Background: an optimization exercise with open tools, aiming at small area, a short achievable clock period and few clock cycles per item. Do not read the settings as production practice.
The RTL was checked by simulation tests, not by an equivalence proof against the original design.
Power is estimated from default activity; no workload was simulated.

$ cat flow/config.mk
export PLATFORM = sky130hd
export DESIGN_NAME = mproc
export DESIGN_NICKNAME = mproc
export VERILOG_FILES = /design/flow/design.v
export SDC_FILE = /design/flow/constraint.sdc
export NUM_CORES = 4
export LEC_CHECK = 0
export CAP_MARGIN = 20
export CORE_MARGIN = 2
export CORE_UTILIZATION = 40
export SLEW_MARGIN = 20
export SYNTH_HIERARCHICAL = 1
$ cat flow/constraint.sdc
create_clock -name core_clock -period 11.0 [get_ports {clk}]
set_input_delay 2.2000 -clock core_clock [delete_from_list [all_inputs] [get_ports {clk}]]
set_output_delay 2.2000 -clock core_clock [all_outputs]
set_load 0.01 [all_outputs]
$ cat flow/design.v
module rf_bit (input wire clk, we, nwe, d, output reg q);
  always @(posedge clk) q <= (q & nwe) | (d & we);
endmodule
module rf_bit_s (input wire clk, we, nwe, s, d, output reg q);
  always @(posedge clk) q <= (q & nwe) | (d & we) | s;
endmodule
module rd_bit (input wire [7:0] s, input wire [7:0] r, output wire o);
  assign o = |(s & r);
endmodule
module g_inv (input wire a, output wire y);
  assign y = ~a;
endmodule
module g_nand2 (input wire a, b, output wire y);
  assign y = ~(a & b);
endmodule
module g_nor2 (input wire a, b, output wire y);
  assign y = ~(a | b);
endmodule
module g_andn (input wire a, b, output wire y);
  assign y = a & ~b;
endmodule
module g_xor2 (input wire a, b, output wire y);
  assign y = a ^ b;
endmodule
module g_xnor2 (input wire a, b, output wire y);
  assign y = ~(a ^ b);
endmodule
module g_aoi21 (input wire a1, a2, b1, output wire y);
  assign y = ~((a1 & a2) | b1);
endmodule
module g_oai21 (input wire a1, a2, b1, output wire y);
  assign y = ~((a1 | a2) & b1);
endmodule
module g_maj3 (input wire a, b, c, output wire y);
  assign y = (a & b) | (c & (a | b));
endmodule
module g_a2bb2oi (input wire a1, a2, b1, b2, output wire y);
  assign y = ~((~a1 & ~a2) | (b1 & b2));
endmodule
module alu (input wire [1:0] op, input wire [15:0] i0, i1,
    output wire [15:0] o, output wire cout);
  wire nop1;
  wire bx0;
  wire gn0;
  wire pn0;
  wire l0;
  wire yn0;
  wire bx1;
  wire gn1;
  wire pn1;
  wire l1;
  wire yn1;
  wire bx2;
  wire gn2;
  wire pn2;
  wire l2;
  wire yn2;
  wire bx3;
  wire gn3;
  wire pn3;
  wire l3;
  wire yn3;
  wire bx4;
  wire gn4;
  wire pn4;
  wire l4;
  wire yn4;
  wire bx5;
  wire gn5;
  wire pn5;
  wire l5;
  wire yn5;
  wire bx6;
  wire gn6;
  wire pn6;
  wire l6;
  wire yn6;
  wire bx7;
  wire gn7;
  wire pn7;
  wire l7;
  wire yn7;
  wire bx8;
  wire gn8;
  wire pn8;
  wire l8;
  wire yn8;
  wire bx9;
  wire gn9;
  wire pn9;
  wire l9;
  wire yn9;
  wire bx10;
  wire gn10;
  wire pn10;
  wire l10;
  wire yn10;
  wire bx11;
  wire gn11;
  wire pn11;
  wire l11;
  wire yn11;
  wire bx12;
  wire gn12;
  wire pn12;
  wire l12;
  wire yn12;
  wire bx13;
  wire gn13;
  wire pn13;
  wire l13;
  wire yn13;
  wire bx14;
  wire gn14;
  wire pn14;
  wire l14;
  wire yn14;
  wire bx15;
  wire gn15;
  wire pn15;
  wire l15;
  wire yn15;
  wire nsub;
  wire g1_1;
  wire g1_2;
  wire p1_2;
  wire g1_3;
  wire p1_3;
  wire g1_4;
  wire p1_4;
  wire g1_5;
  wire p1_5;
  wire g1_6;
  wire p1_6;
  wire g1_7;
  wire p1_7;
  wire g1_8;
  wire p1_8;
  wire g1_9;
  wire p1_9;
  wire g1_10;
  wire p1_10;
  wire g1_11;
  wire p1_11;
  wire g1_12;
  wire p1_12;
  wire g1_13;
  wire p1_13;
  wire g1_14;
  wire p1_14;
  wire g1_15;
  wire p1_15;
  wire g1_16;
  wire p1_16;
  wire g2_2;
  wire g2_3;
  wire g2_4;
  wire p2_4;
  wire g2_5;
  wire p2_5;
  wire g2_6;
  wire p2_6;
  wire g2_7;
  wire p2_7;
  wire g2_8;
  wire p2_8;
  wire g2_9;
  wire p2_9;
  wire g2_10;
  wire p2_10;
  wire g2_11;
  wire p2_11;
  wire g2_12;
  wire p2_12;
  wire g2_13;
  wire p2_13;
  wire g2_14;
  wire p2_14;
  wire g2_15;
  wire p2_15;
  wire g2_16;
  wire p2_16;
  wire g3_4;
  wire n_g1_1;
  wire g3_5;
  wire g3_6;
  wire g3_7;
  wire g3_8;
  wire p3_8;
  wire g3_9;
  wire p3_9;
  wire g3_10;
  wire p3_10;
  wire g3_11;
  wire p3_11;
  wire g3_12;
  wire p3_12;
  wire g3_13;
  wire p3_13;
  wire g3_14;
  wire p3_14;
  wire g3_15;
  wire p3_15;
  wire g3_16;
  wire p3_16;
  wire g4_8;
  wire g4_9;
  wire n_g2_2;
  wire g4_10;
  wire n_g2_3;
  wire g4_11;
  wire g4_12;
  wire g4_13;
  wire g4_14;
  wire g4_15;
  wire g4_16;
  wire p4_16;
  wire g5_16;
  wire ca0;
  wire ca1;
  wire ca2;
  wire ca3;
  wire ca4;
  wire ca5;
  wire ca6;
  wire ca7;
  wire ca8;
  wire ca9;
  wire ca10;
  wire ca11;
  wire ca12;
  wire ca13;
  wire ca14;
  wire ca15;
  g_inv u1 (op[1], nop1);
  g_xor2 u2 (i1[0], op[0], bx0);
  g_nand2 u3 (i0[0], bx0, gn0);
  g_xnor2 u4 (i0[0], bx0, pn0);
  g_maj3 u5 (i0[0], i1[0], op[0], l0);
  g_a2bb2oi u6 (op[1], pn0, op[1], l0, yn0);
  g_xor2 u7 (i1[1], op[0], bx1);
  g_nand2 u8 (i0[1], bx1, gn1);
  g_xnor2 u9 (i0[1], bx1, pn1);
  g_maj3 u10 (i0[1], i1[1], op[0], l1);
  g_a2bb2oi u11 (op[1], pn1, op[1], l1, yn1);
  g_xor2 u12 (i1[2], op[0], bx2);
  g_nand2 u13 (i0[2], bx2, gn2);
  g_xnor2 u14 (i0[2], bx2, pn2);
  g_maj3 u15 (i0[2], i1[2], op[0], l2);
  g_a2bb2oi u16 (op[1], pn2, op[1], l2, yn2);
  g_xor2 u17 (i1[3], op[0], bx3);
  g_nand2 u18 (i0[3], bx3, gn3);
  g_xnor2 u19 (i0[3], bx3, pn3);
  g_maj3 u20 (i0[3], i1[3], op[0], l3);
  g_a2bb2oi u21 (op[1], pn3, op[1], l3, yn3);
  g_xor2 u22 (i1[4], op[0], bx4);
  g_nand2 u23 (i0[4], bx4, gn4);
  g_xnor2 u24 (i0[4], bx4, pn4);
  g_maj3 u25 (i0[4], i1[4], op[0], l4);
  g_a2bb2oi u26 (op[1], pn4, op[1], l4, yn4);
  g_xor2 u27 (i1[5], op[0], bx5);
  g_nand2 u28 (i0[5], bx5, gn5);
  g_xnor2 u29 (i0[5], bx5, pn5);
  g_maj3 u30 (i0[5], i1[5], op[0], l5);
  g_a2bb2oi u31 (op[1], pn5, op[1], l5, yn5);
  g_xor2 u32 (i1[6], op[0], bx6);
  g_nand2 u33 (i0[6], bx6, gn6);
  g_xnor2 u34 (i0[6], bx6, pn6);
  g_maj3 u35 (i0[6], i1[6], op[0], l6);
  g_a2bb2oi u36 (op[1], pn6, op[1], l6, yn6);
  g_xor2 u37 (i1[7], op[0], bx7);
  g_nand2 u38 (i0[7], bx7, gn7);
  g_xnor2 u39 (i0[7], bx7, pn7);
  g_maj3 u40 (i0[7], i1[7], op[0], l7);
  g_a2bb2oi u41 (op[1], pn7, op[1], l7, yn7);
  g_xor2 u42 (i1[8], op[0], bx8);
  g_nand2 u43 (i0[8], bx8, gn8);
  g_xnor2 u44 (i0[8], bx8, pn8);
  g_maj3 u45 (i0[8], i1[8], op[0], l8);
  g_a2bb2oi u46 (op[1], pn8, op[1], l8, yn8);
  g_xor2 u47 (i1[9], op[0], bx9);
  g_nand2 u48 (i0[9], bx9, gn9);
  g_xnor2 u49 (i0[9], bx9, pn9);
  g_maj3 u50 (i0[9], i1[9], op[0], l9);
  g_a2bb2oi u51 (op[1], pn9, op[1], l9, yn9);
  g_xor2 u52 (i1[10], op[0], bx10);
  g_nand2 u53 (i0[10], bx10, gn10);
  g_xnor2 u54 (i0[10], bx10, pn10);
  g_maj3 u55 (i0[10], i1[10], op[0], l10);
  g_a2bb2oi u56 (op[1], pn10, op[1], l10, yn10);
  g_xor2 u57 (i1[11], op[0], bx11);
  g_nand2 u58 (i0[11], bx11, gn11);
  g_xnor2 u59 (i0[11], bx11, pn11);
  g_maj3 u60 (i0[11], i1[11], op[0], l11);
  g_a2bb2oi u61 (op[1], pn11, op[1], l11, yn11);
  g_xor2 u62 (i1[12], op[0], bx12);
  g_nand2 u63 (i0[12], bx12, gn12);
  g_xnor2 u64 (i0[12], bx12, pn12);
  g_maj3 u65 (i0[12], i1[12], op[0], l12);
  g_a2bb2oi u66 (op[1], pn12, op[1], l12, yn12);
  g_xor2 u67 (i1[13], op[0], bx13);
  g_nand2 u68 (i0[13], bx13, gn13);
  g_xnor2 u69 (i0[13], bx13, pn13);
  g_maj3 u70 (i0[13], i1[13], op[0], l13);
  g_a2bb2oi u71 (op[1], pn13, op[1], l13, yn13);
  g_xor2 u72 (i1[14], op[0], bx14);
  g_nand2 u73 (i0[14], bx14, gn14);
  g_xnor2 u74 (i0[14], bx14, pn14);
  g_maj3 u75 (i0[14], i1[14], op[0], l14);
  g_a2bb2oi u76 (op[1], pn14, op[1], l14, yn14);
  g_xor2 u77 (i1[15], op[0], bx15);
  g_nand2 u78 (i0[15], bx15, gn15);
  g_xnor2 u79 (i0[15], bx15, pn15);
  g_maj3 u80 (i0[15], i1[15], op[0], l15);
  g_a2bb2oi u81 (op[1], pn15, op[1], l15, yn15);
  g_inv u82 (op[0], nsub);
  g_oai21 u83 (pn0, nsub, gn0, g1_1);
  g_oai21 u84 (pn1, gn0, gn1, g1_2);
  g_nor2 u85 (pn1, pn0, p1_2);
  g_oai21 u86 (pn2, gn1, gn2, g1_3);
  g_nor2 u87 (pn2, pn1, p1_3);
  g_oai21 u88 (pn3, gn2, gn3, g1_4);
  g_nor2 u89 (pn3, pn2, p1_4);
  g_oai21 u90 (pn4, gn3, gn4, g1_5);
  g_nor2 u91 (pn4, pn3, p1_5);
  g_oai21 u92 (pn5, gn4, gn5, g1_6);
  g_nor2 u93 (pn5, pn4, p1_6);
  g_oai21 u94 (pn6, gn5, gn6, g1_7);
  g_nor2 u95 (pn6, pn5, p1_7);
  g_oai21 u96 (pn7, gn6, gn7, g1_8);
  g_nor2 u97 (pn7, pn6, p1_8);
  g_oai21 u98 (pn8, gn7, gn8, g1_9);
  g_nor2 u99 (pn8, pn7, p1_9);
  g_oai21 u100 (pn9, gn8, gn9, g1_10);
  g_nor2 u101 (pn9, pn8, p1_10);
  g_oai21 u102 (pn10, gn9, gn10, g1_11);
  g_nor2 u103 (pn10, pn9, p1_11);
  g_oai21 u104 (pn11, gn10, gn11, g1_12);
  g_nor2 u105 (pn11, pn10, p1_12);
  g_oai21 u106 (pn12, gn11, gn12, g1_13);
  g_nor2 u107 (pn12, pn11, p1_13);
  g_oai21 u108 (pn13, gn12, gn13, g1_14);
  g_nor2 u109 (pn13, pn12, p1_14);
  g_oai21 u110 (pn14, gn13, gn14, g1_15);
  g_nor2 u111 (pn14, pn13, p1_15);
  g_oai21 u112 (pn15, gn14, gn15, g1_16);
  g_nor2 u113 (pn15, pn14, p1_16);
  g_aoi21 u114 (p1_2, op[0], g1_2, g2_2);
  g_aoi21 u115 (p1_3, g1_1, g1_3, g2_3);
  g_aoi21 u116 (p1_4, g1_2, g1_4, g2_4);
  g_nand2 u117 (p1_4, p1_2, p2_4);
  g_aoi21 u118 (p1_5, g1_3, g1_5, g2_5);
  g_nand2 u119 (p1_5, p1_3, p2_5);
  g_aoi21 u120 (p1_6, g1_4, g1_6, g2_6);
  g_nand2 u121 (p1_6, p1_4, p2_6);
  g_aoi21 u122 (p1_7, g1_5, g1_7, g2_7);
  g_nand2 u123 (p1_7, p1_5, p2_7);
  g_aoi21 u124 (p1_8, g1_6, g1_8, g2_8);
  g_nand2 u125 (p1_8, p1_6, p2_8);
  g_aoi21 u126 (p1_9, g1_7, g1_9, g2_9);
  g_nand2 u127 (p1_9, p1_7, p2_9);
  g_aoi21 u128 (p1_10, g1_8, g1_10, g2_10);
  g_nand2 u129 (p1_10, p1_8, p2_10);
  g_aoi21 u130 (p1_11, g1_9, g1_11, g2_11);
  g_nand2 u131 (p1_11, p1_9, p2_11);
  g_aoi21 u132 (p1_12, g1_10, g1_12, g2_12);
  g_nand2 u133 (p1_12, p1_10, p2_12);
  g_aoi21 u134 (p1_13, g1_11, g1_13, g2_13);
  g_nand2 u135 (p1_13, p1_11, p2_13);
  g_aoi21 u136 (p1_14, g1_12, g1_14, g2_14);
  g_nand2 u137 (p1_14, p1_12, p2_14);
  g_aoi21 u138 (p1_15, g1_13, g1_15, g2_15);
  g_nand2 u139 (p1_15, p1_13, p2_15);
  g_aoi21 u140 (p1_16, g1_14, g1_16, g2_16);
  g_nand2 u141 (p1_16, p1_14, p2_16);
  g_oai21 u142 (p2_4, nsub, g2_4, g3_4);
  g_inv u143 (g1_1, n_g1_1);
  g_oai21 u144 (p2_5, n_g1_1, g2_5, g3_5);
  g_oai21 u145 (p2_6, g2_2, g2_6, g3_6);
  g_oai21 u146 (p2_7, g2_3, g2_7, g3_7);
  g_oai21 u147 (p2_8, g2_4, g2_8, g3_8);
  g_nor2 u148 (p2_8, p2_4, p3_8);
  g_oai21 u149 (p2_9, g2_5, g2_9, g3_9);
  g_nor2 u150 (p2_9, p2_5, p3_9);
  g_oai21 u151 (p2_10, g2_6, g2_10, g3_10);
  g_nor2 u152 (p2_10, p2_6, p3_10);
  g_oai21 u153 (p2_11, g2_7, g2_11, g3_11);
  g_nor2 u154 (p2_11, p2_7, p3_11);
  g_oai21 u155 (p2_12, g2_8, g2_12, g3_12);
  g_nor2 u156 (p2_12, p2_8, p3_12);
  g_oai21 u157 (p2_13, g2_9, g2_13, g3_13);
  g_nor2 u158 (p2_13, p2_9, p3_13);
  g_oai21 u159 (p2_14, g2_10, g2_14, g3_14);
  g_nor2 u160 (p2_14, p2_10, p3_14);
  g_oai21 u161 (p2_15, g2_11, g2_15, g3_15);
  g_nor2 u162 (p2_15, p2_11, p3_15);
  g_oai21 u163 (p2_16, g2_12, g2_16, g3_16);
  g_nor2 u164 (p2_16, p2_12, p3_16);
  g_aoi21 u165 (p3_8, op[0], g3_8, g4_8);
  g_aoi21 u166 (p3_9, g1_1, g3_9, g4_9);
  g_inv u167 (g2_2, n_g2_2);
  g_aoi21 u168 (p3_10, n_g2_2, g3_10, g4_10);
  g_inv u169 (g2_3, n_g2_3);
  g_aoi21 u170 (p3_11, n_g2_3, g3_11, g4_11);
  g_aoi21 u171 (p3_12, g3_4, g3_12, g4_12);
  g_aoi21 u172 (p3_13, g3_5, g3_13, g4_13);
  g_aoi21 u173 (p3_14, g3_6, g3_14, g4_14);
  g_aoi21 u174 (p3_15, g3_7, g3_15, g4_15);
  g_aoi21 u175 (p3_16, g3_8, g3_16, g4_16);
  g_nand2 u176 (p3_16, p3_8, p4_16);
  g_oai21 u177 (p4_16, nsub, g4_16, g5_16);
  g_nand2 u178 (op[0], nop1, ca0);
  g_xor2 u179 (yn0, ca0, o[0]);
  g_nand2 u180 (g1_1, nop1, ca1);
  g_xor2 u181 (yn1, ca1, o[1]);
  g_nor2 u182 (g2_2, op[1], ca2);
  g_xnor2 u183 (yn2, ca2, o[2]);
  g_nor2 u184 (g2_3, op[1], ca3);
  g_xnor2 u185 (yn3, ca3, o[3]);
  g_nand2 u186 (g3_4, nop1, ca4);
  g_xor2 u187 (yn4, ca4, o[4]);
  g_nand2 u188 (g3_5, nop1, ca5);
  g_xor2 u189 (yn5, ca5, o[5]);
  g_nand2 u190 (g3_6, nop1, ca6);
  g_xor2 u191 (yn6, ca6, o[6]);
  g_nand2 u192 (g3_7, nop1, ca7);
  g_xor2 u193 (yn7, ca7, o[7]);
  g_nor2 u194 (g4_8, op[1], ca8);
  g_xnor2 u195 (yn8, ca8, o[8]);
  g_nor2 u196 (g4_9, op[1], ca9);
  g_xnor2 u197 (yn9, ca9, o[9]);
  g_nor2 u198 (g4_10, op[1], ca10);
  g_xnor2 u199 (yn10, ca10, o[10]);
  g_nor2 u200 (g4_11, op[1], ca11);
  g_xnor2 u201 (yn11, ca11, o[11]);
  g_nor2 u202 (g4_12, op[1], ca12);
  g_xnor2 u203 (yn12, ca12, o[12]);
  g_nor2 u204 (g4_13, op[1], ca13);
  g_xnor2 u205 (yn13, ca13, o[13]);
  g_nor2 u206 (g4_14, op[1], ca14);
  g_xnor2 u207 (yn14, ca14, o[14]);
  g_nor2 u208 (g4_15, op[1], ca15);
  g_xnor2 u209 (yn15, ca15, o[15]);
  assign cout = g5_16;
endmodule
module pc (input wire clk, reset, output reg [15:0] cnt);
  wire [16:0] c;
  assign c[0] = 1'b1;
  genvar i;
  generate
    for (i = 0; i < 16; i = i + 1) begin : g
      assign c[i+1] = c[i] & cnt[i];
    end
  endgenerate
  always @(posedge clk) cnt <= (cnt ^ c[15:0]) & ~{16{reset}};
endmodule
module reg_alu (input wire clk, reset, ex, input wire [7:0] sa, sb, input wire [2:0] d,
  input wire [1:0] op, output reg wb_en, output reg [2:0] wb_addr, output reg [15:0] wb_data,
  output reg cout);
  wire [15:0] q [0:7];
  reg c;
  wire [15:0] a, b, res;
  wire co;
  wire [7:0] wr, we, nwe;
  assign wr = {8{ex}} & (8'd1 << d);
  assign we = wr & ~{8{reset}};
  assign nwe = ~(wr | {8{reset}});
  genvar i, j;
  generate
    for (j = 0; j < 16; j = j + 1) begin : g_bit0
      rf_bit_s u (clk, we[0], nwe[0], reset, res[j], q[0][j]);
    end
    for (i = 1; i < 8; i = i + 1) begin : g_reg
      for (j = 0; j < 16; j = j + 1) begin : g_bit
        rf_bit u (clk, we[i], nwe[i], res[j], q[i][j]);
      end
    end
    for (j = 0; j < 16; j = j + 1) begin : g_rd
      rd_bit ua (sa, {q[7][j], q[6][j], q[5][j], q[4][j], q[3][j], q[2][j], q[1][j], q[0][j]}, a[j]);
      rd_bit ub (sb, {q[7][j], q[6][j], q[5][j], q[4][j], q[3][j], q[2][j], q[1][j], q[0][j]}, b[j]);
    end
  endgenerate
  alu alu_0 (op, a, b, res, co);
  always @(posedge clk) begin
    wb_en <= ex & ~reset;
    wb_addr <= d;
    wb_data <= res;
    c <= co;
    cout <= c;
  end
endmodule
module mproc (input wire clk, reset, input wire [15:0] ins, output wire [15:0] addr,
  output wire wb_en, output wire [2:0] wb_addr, output wire [15:0] wb_data, output wire cout);
  wire [7:0] sa, sb;
  wire [2:0] d;
  wire [1:0] op;
  wire ex;
  pc pc_0 (clk, reset, addr);
  ir ir_0 (clk, reset, ins, sa, sb, d, op, ex);
  reg_alu reg_alu_0 (clk, reset, ex, sa, sb, d, op, wb_en, wb_addr, wb_data, cout);
endmodule
module ir (input wire clk, reset, input wire [15:0] ins, output reg [7:0] sa, sb,
  output reg [2:0] d, output reg [1:0] op, output wire ex);
  reg valid, halted, halt_ir;
  always @(posedge clk) begin
    sa <= 8'd1 << ins[2:0];
    sb <= 8'd1 << ins[5:3];
    d <= ins[8:6];
    op <= ins[10:9];
    halt_ir <= |ins[15:11];
    if (reset) begin
      valid <= 1'b0;
      halted <= 1'b0;
    end else begin
      valid <= 1'b1;
      if (valid & halt_ir) halted <= 1'b1;
    end
  end
  assign ex = valid & ~halt_ir & ~halted;
endmodule
$ cat flow/flow/run.sh
#!/bin/bash
# Layout flow: the standard synthesis unchanged, then the standard ORFS
# steps with these changes (settings in flow/params.sh):
#  - repair_timing is asked to leave a setup margin (SETUP_SLACK_MARGIN); the
#    design is still laid out and signed off at the design's clock period,
#    the margin only makes the resizer work harder;
#  - ports are buffered with plain buffers, and delay cells are not used as
#    buffers;
#  - clock tree buffers as set in CTS_ARGS;
#  - after global routing, cells are downsized where that keeps the setup
#    margin (flow/downsize.tcl).
# Each tool's output goes to its own log in this folder.
set -uo pipefail
source flow/params.sh
export FLOWDIR=$PWD/flow
bash standard.sh synth > synth.log 2>&1 || exit 1
export DONT_USE_CELLS="$EXTRA_DONT_USE"
VARS=(SETUP_SLACK_MARGIN=$MARGIN "BUFFER_PORTS_ARGS=$BUFFER_PORTS_ARGS" "${EXTRA[@]}")
if [[ -n "${DOWNSIZE_MARGIN:-}" ]]; then
  export DOWNSIZE_MARGIN DOWNSIZE_HOLD_MARGIN
  VARS+=("POST_GLOBAL_ROUTE_TCL=$FLOWDIR/downsize_hook.tcl")
fi
bash standard.sh "${VARS[@]}" finish > layout.log 2>&1
$ cat flow/flow/downsize.tcl
# Area recovery that keeps a setup margin (global-routing parasitics are
# re-estimated after every change): try each instance at the smallest
# smaller drive strength of the same cell that keeps the worst setup slack at
# or above the margin, hold slack at or above 0 and no max slew/capacitance
# violation; keep the change only then.
proc cell_area {m} { return [expr {[$m getWidth] * [$m getHeight] / 1e6}] }
proc core_area {} {
  set a 0
  foreach i [[ord::get_db_block] getInsts] {
    set m [$i getMaster]
    if {[$m getType] eq "CORE"} { set a [expr {$a + [cell_area $m]}] }
  }
  return $a
}
proc downsize {margin hold_margin} {
  set db [ord::get_db]
  set block [ord::get_db_block]
  set base_slew [sta::max_slew_violation_count]
  set base_cap [sta::max_capacitance_violation_count]
  set cands {}
  foreach inst [$block getInsts] {
    set m [$inst getMaster]
    if {[$m getType] ne "CORE"} continue
    set name [$m getName]
    if {![regexp {^(sky130_fd_sc_hd__[a-z0-9]+)_([0-9]+)$} $name -> base size]} continue
    if {[string match "*clkbuf*" $base] || [string match "*clkinv*" $base]} continue
    if {[string match "*dly*" $base] || [string match "*conb*" $base]} continue
    set smaller {}
    foreach s {0 1 2 3 4 6 8 12 16} {
      if {$s >= $size} break
      set mm [$db findMaster ${base}_$s]
      if {$mm eq "NULL"} continue
      if {[llength [get_lib_cells -quiet ${base}_$s]] == 0} continue
      lappend smaller $mm
    }
    if {[llength $smaller] == 0} continue
    lappend cands [list [expr {[cell_area $m] - [cell_area [lindex $smaller 0]]}] $inst $smaller]
  }
  set cands [lsort -real -decreasing -index 0 $cands]
  set n 0
  foreach c $cands {
    lassign $c gain inst smaller
    set orig [$inst getMaster]
    set iname [$inst getName]
    foreach mm $smaller {
      replace_cell $iname [$mm getName]
      estimate_parasitics -global_routing
      if {[worst_slack -max] >= $margin && [worst_slack -min] >= $hold_margin
          && [sta::max_slew_violation_count] <= $base_slew
          && [sta::max_capacitance_violation_count] <= $base_cap} {
        incr n
        break
      }
      replace_cell $iname [$orig getName]
      estimate_parasitics -global_routing
    }
  }
  return $n
}
$ cat flow/flow/downsize_hook.tcl
# POST_GLOBAL_ROUTE_TCL hook (runs inside ORFS's global_route.tcl after its
# repairs): area recovery on the globally routed design (flow/downsize.tcl)
# that keeps the setup margin, then detailed placement and incremental global
# routing of what changed, as ORFS does after its own repairs.
source $::env(FLOWDIR)/downsize.tcl
estimate_parasitics -global_routing
set ws [worst_slack -max]
set target [expr {min($::env(DOWNSIZE_MARGIN), $ws)}]
puts "downsize: before: area [core_area] setup ws $ws hold ws [worst_slack -min] target $target"
set n [downsize $target $::env(DOWNSIZE_HOLD_MARGIN)]
puts "downsize: after: $n resized, area [core_area] setup ws [worst_slack -max] hold ws [worst_slack -min]"
global_route -start_incremental
detailed_placement
global_route -end_incremental
estimate_parasitics -global_routing
puts "downsize: after reroute: setup ws [worst_slack -max] hold ws [worst_slack -min]"
$ cat flow/flow/params.sh
MARGIN=7.8
BUFFER_PORTS_ARGS="-buffer_cell sky130_fd_sc_hd__buf_2"
EXTRA_DONT_USE="sky130_fd_sc_hd__dlygate4sd1_1 sky130_fd_sc_hd__dlygate4sd2_1 sky130_fd_sc_hd__dlygate4sd3_1 sky130_fd_sc_hd__clkdlybuf4s15_1 sky130_fd_sc_hd__clkdlybuf4s15_2 sky130_fd_sc_hd__clkdlybuf4s18_1 sky130_fd_sc_hd__clkdlybuf4s18_2 sky130_fd_sc_hd__clkdlybuf4s25_1 sky130_fd_sc_hd__clkdlybuf4s25_2 sky130_fd_sc_hd__clkdlybuf4s50_1 sky130_fd_sc_hd__clkdlybuf4s50_2 sky130_fd_sc_hd__dlymetal6s2s_1 sky130_fd_sc_hd__dlymetal6s4s_1 sky130_fd_sc_hd__dlymetal6s6s_1"
EXTRA=("CTS_ARGS=-sink_clustering_enable -repair_clock_nets -buf_list sky130_fd_sc_hd__clkbuf_8 -root_buf sky130_fd_sc_hd__clkbuf_16")
DOWNSIZE_MARGIN=7.8
DOWNSIZE_HOLD_MARGIN=0.05
$ cat flow/standard.sh
#!/bin/bash
# synth_recipe.tcl (not shown) runs the flow's synth.tcl, then flattens the netlist and writes it again
# the make line also repeats each setting of config.mk as NAME=value (left out here)
make -C /OpenROAD-flow-scripts/flow DESIGN_CONFIG=/design/flow/config.mk WORK_HOME=/design/flow/orfs CLKGATE_MAP_FILE= SYNTH_SCRIPT=/design/flow/synth_recipe.tcl "${@:-finish}"
==> notes.md <==
status no timing/DRC/antenna violations; slowest CP cell or3b_4; final antenna-violating net count 0; Final Wtd Congestion ~0.90; clock tree root buffer cell clkbuf_16; total power about 1.3 mW; Peak Freq 0.312 GHz; CP arrival approximately 3.5 ns; most common cell in the synthesized netlist dfxtp_1; R2R setup slack roughly 7.8 ns; number of CTS-inserted buffers 17; Yosys top cell by area dfxtp_1; DRC 0; Port Buffers 54; Ys Warns 11; kind of critical path input port to flop; drt first pass iters 6; number of fill cells slightly above 2000; Post-CTS Setup Bufs 12; Crit Path Max Fanout between 40 and 50; top cells by area, synth dfxtp_1 (46%), a22o_1 (12%), a22oi_1 (12%), a2bb2oi_2 (2.9%), xnor2_1 (2.9%); PwrDens 142 mW/mm^2; die width 147 um; Tot GR Track Use 23.9%; static leakage 3.39 nW; worst path cell trace buf_8 > or3b_4 > nor2_1 > buf_2 > a22o_1; clock-pin slew on the worst setup and hold paths roughly 0.090 ns; Clock Path Buffers 2; Worst Path Buf+Inv 2; Setup TNS 0 ns; final core occ 46.1%; Cell Area, Synth 0.00823 mm^2; synth cell count leaders dfxtp_1 (190), a22oi_1 (128), a22o_1 (112), nor2_1 (47), nand2_1 (40); Mapped Nets between 800 and 900; Slew @ Worst Pin about 1.0 ns; startpoint types input port; Critical Path RT between 10 and 15 ns; area grow syn2layout 13.3%; antenna violations before repair 0; register area share after synthesis approximately 46%; CTS sink count 190; GRT Residual Overflow 0; CP top delay family buffers and inverters; Worst path depth 5; HP Class flop to flop; first-pass GRT wire length slightly below 40 mm; Post-synth top flop dfxtp_1; asr flop ratio synth 0%; Final Max Tran Viols 0; Rows 52; H-tree levels 4; total core area 0.0202 mm^2; Max Cap Viol 0; CTS hold repair buffers 0; Final period util ~29%; hold path depth 0; Final Net Count a little under 900; Yosys top cell area share between 40% and 50%; # IOs 55; Starting Density between 40 and 50%; Final min period around 3.2 ns; CTS tree built; Setup violations, final 0; syn_area_per_cell approximately 11 um^2; ANT cells 0; vias in the first global route roughly 6800; Slew headroom 30.9%; Die H roughly 150 um; R2R depth 11; Synth cell types 31; hpwl dp ~16 mm; EDFF count, synth 0; largest net degree at the start of global routing 46; Post-CTS Resized 44; share of post-route cells with drive strength above 1 11.8%; WHS 0.347 ns; endpoints failing hold 0; clock latency (worst-skew pair) about 0.39 ns; post-synthesis register bit count between 150 and 200; Initial DRC Count 854; vias per cell between 6 and 7; delay of the slowest cell on the worst path about 0.44 ns; post-synthesis cell count 773; vias slightly above 7000; die area around 0.022 mm^2; VDD IR max approximately 86 uV; Clock Skew 0.0265 ns; drt wl/cell approximately 23 um; CP Capture Type flop; WL final 26.1 mm
## final timing paths
check	from	endpoint
worst min-delay path	reg_alu_0.c$_DFF_P_	reg_alu_0.cout$_DFF_P_
worst min register to register	reg_alu_0.c$_DFF_P_	reg_alu_0.cout$_DFF_P_
worst max register to register	ir_0.sb[6]$_SDFF_PN0_	reg_alu_0.g_bit0[13].u.q$_DFF_P_
worst max-delay path	reset	reg_alu_0.g_reg[2].g_bit[0].u.q$_DFF_P_
## registers in the layout, indices dropped and copies added (netlist names), 2 cells and up
register / cells
reg_alu_0.g.g_bit.u.q: 112
ir_0.sa: 8
reg_alu_0.wb_data: 16
reg_alu_0.wb_addr: 3
ir_0.sb: 8
ir_0.op: 2
ir_0.d: 3
reg_alu_0.g_bit0.u.q: 16
pc_0.cnt: 16
## worst reg2reg max path, stage by stage, from the launching register on
cell and delay, ns:
dfxtp_2 0.48, a22oi_1 0.29, nand4_1 0.24, xor2_1 0.23, xnor2_1 0.34, nor2_1 0.14, a21oi_1 0.21, o21ai_0 0.13
a21oi_2 0.19, nor2_1 0.13, xnor2_4 0.29, a221o_1 0.37
## metal layers
metal | vias up | routed length [um] | global-route usage (%)
li1 | 3264 | - | -
met1 | 3471 | 11300 | 32.6
met2 | 354 | 11800 | 37.4
met3 | 60 | 2190 | 4.63
met4 | 0 | 825 | 9.42
met5 | - | 0 | 0
## modules after synthesis, one instance, submodules excluded, excerpt
module / flip-flops and latches / cells inside / copies in the design / cell area [um^2]
reg_alu: 22 / 51 / 1 / 606
g_nand2: 0 / 1 / 36 / 3.75
pc: 16 / 48 / 1 / 636
rf_bit: 1 / 2 / 112 / 28.8
g_xnor2: 0 / 1 / 26 / 8.76
g_oai21: 0 / 1 / 30 / 5.00
g_aoi21: 0 / 1 / 24 / 8.76
rf_bit_s: 1 / 2 / 16 / 30.0
g_maj3: 0 / 1 / 16 / 11.3
g_a2bb2oi: 0 / 1 / 16 / 15.0
## final cells by class
cell class	instances	area, um^2	area share (%)
Clock inverter	14	106	1.14
Multi-Input combinational cell	573	4430	47.5
Clock buffer	18	259	2.78
Inverter	6	22.5	0.242
Tap cell	270	338	3.62
Timing Repair Buffer	75	324	3.48
Sequential cell	190	3840	41.2
## metrics by stage
| stage | instance area [um^2] | setup WS [ns] | cells |
|---|---|---|---|
| after detailed placement | 8930 | 6.82 | 1099 |
| after global placement | 8920 | 6.85 | 1099 |
| after floorplan | 8280 | 7.72 | 773 |
| final | 9320 | 7.79 | 1146 |
| after CTS | 9690 | 7.81 | 1143 |
## power breakdown
part,internal (mW),switching [mW],leakage [nW]
Sequential,0.706,0.0296,1.56
Clock,0.182,0.251,0.190
Combinational,0.0498,0.103,1.65
Total,0.938,0.383,3.39
## cells by family (layout without fill, tap and decap cells)
family / Yosys count / in the layout / share of synthesized area [%]
AOI/OAI and AO/OA: 335 / 335 / 33.5
xor gates and xnor gates: 49 / 49 / 5.22
adders and majority gates: 30 / 30 / 4.32
buffers and inverters: 10 / 113 / 0.593
DFF: 190 / 190 / 46.2
and+or+nand+nor: 159 / 159 / 10.1
## cell usage in the layout (no fill, tap or decap), types with 6 or more instances in the layout
master,n
dfxtp_4,6
xor2_1,18
a221o_1,16
a21oi_1,19
xnor2_1,12
o21ai_0,17
dfxtp_1,172
inv_1,9
nand4_1,32
xnor2_2,12
clkbuf_8,17
nor2_1,45
a21oi_2,9
buf_2,13
dfxtp_2,12
o21ai_1,12
a22oi_1,128
a2bb2oi_1,16
nand2_1,40
and2b_1,6
ha_1,13
maj3_1,16
a22o_1,112
nor3b_1,7
nor2b_1,12
buf_1,58
Testbench counts, summed over its fixed seeds: cycles 6,861, instrs 6,733.

## afterwards: timing with drivers on the ports
Ports are ideal in the flow. The routed layout listed here was re-timed in OpenROAD.
Step 1 assumes that a clkbuf_16 drives the clock port and a buf_2 every other input.
Step 2, shift: input delay + t, output delay - t, t = (earliest + latest rising clock arrival at the registers) / 2. This alone moves slack from input paths to output paths.
Three values: ideal, step 1, step 2; two values: the first two.
shift t [ns]: 0.420
setup slack, ns: 7.790 / 7.792 / 7.372
worst setup path after step 2: input to register
worst slew at a driven data input, ns: 0.05
After both steps this run still meets setup and hold. The setup slack of this run moves by +0.002 ns with the drivers and by -0.418 ns with both steps.
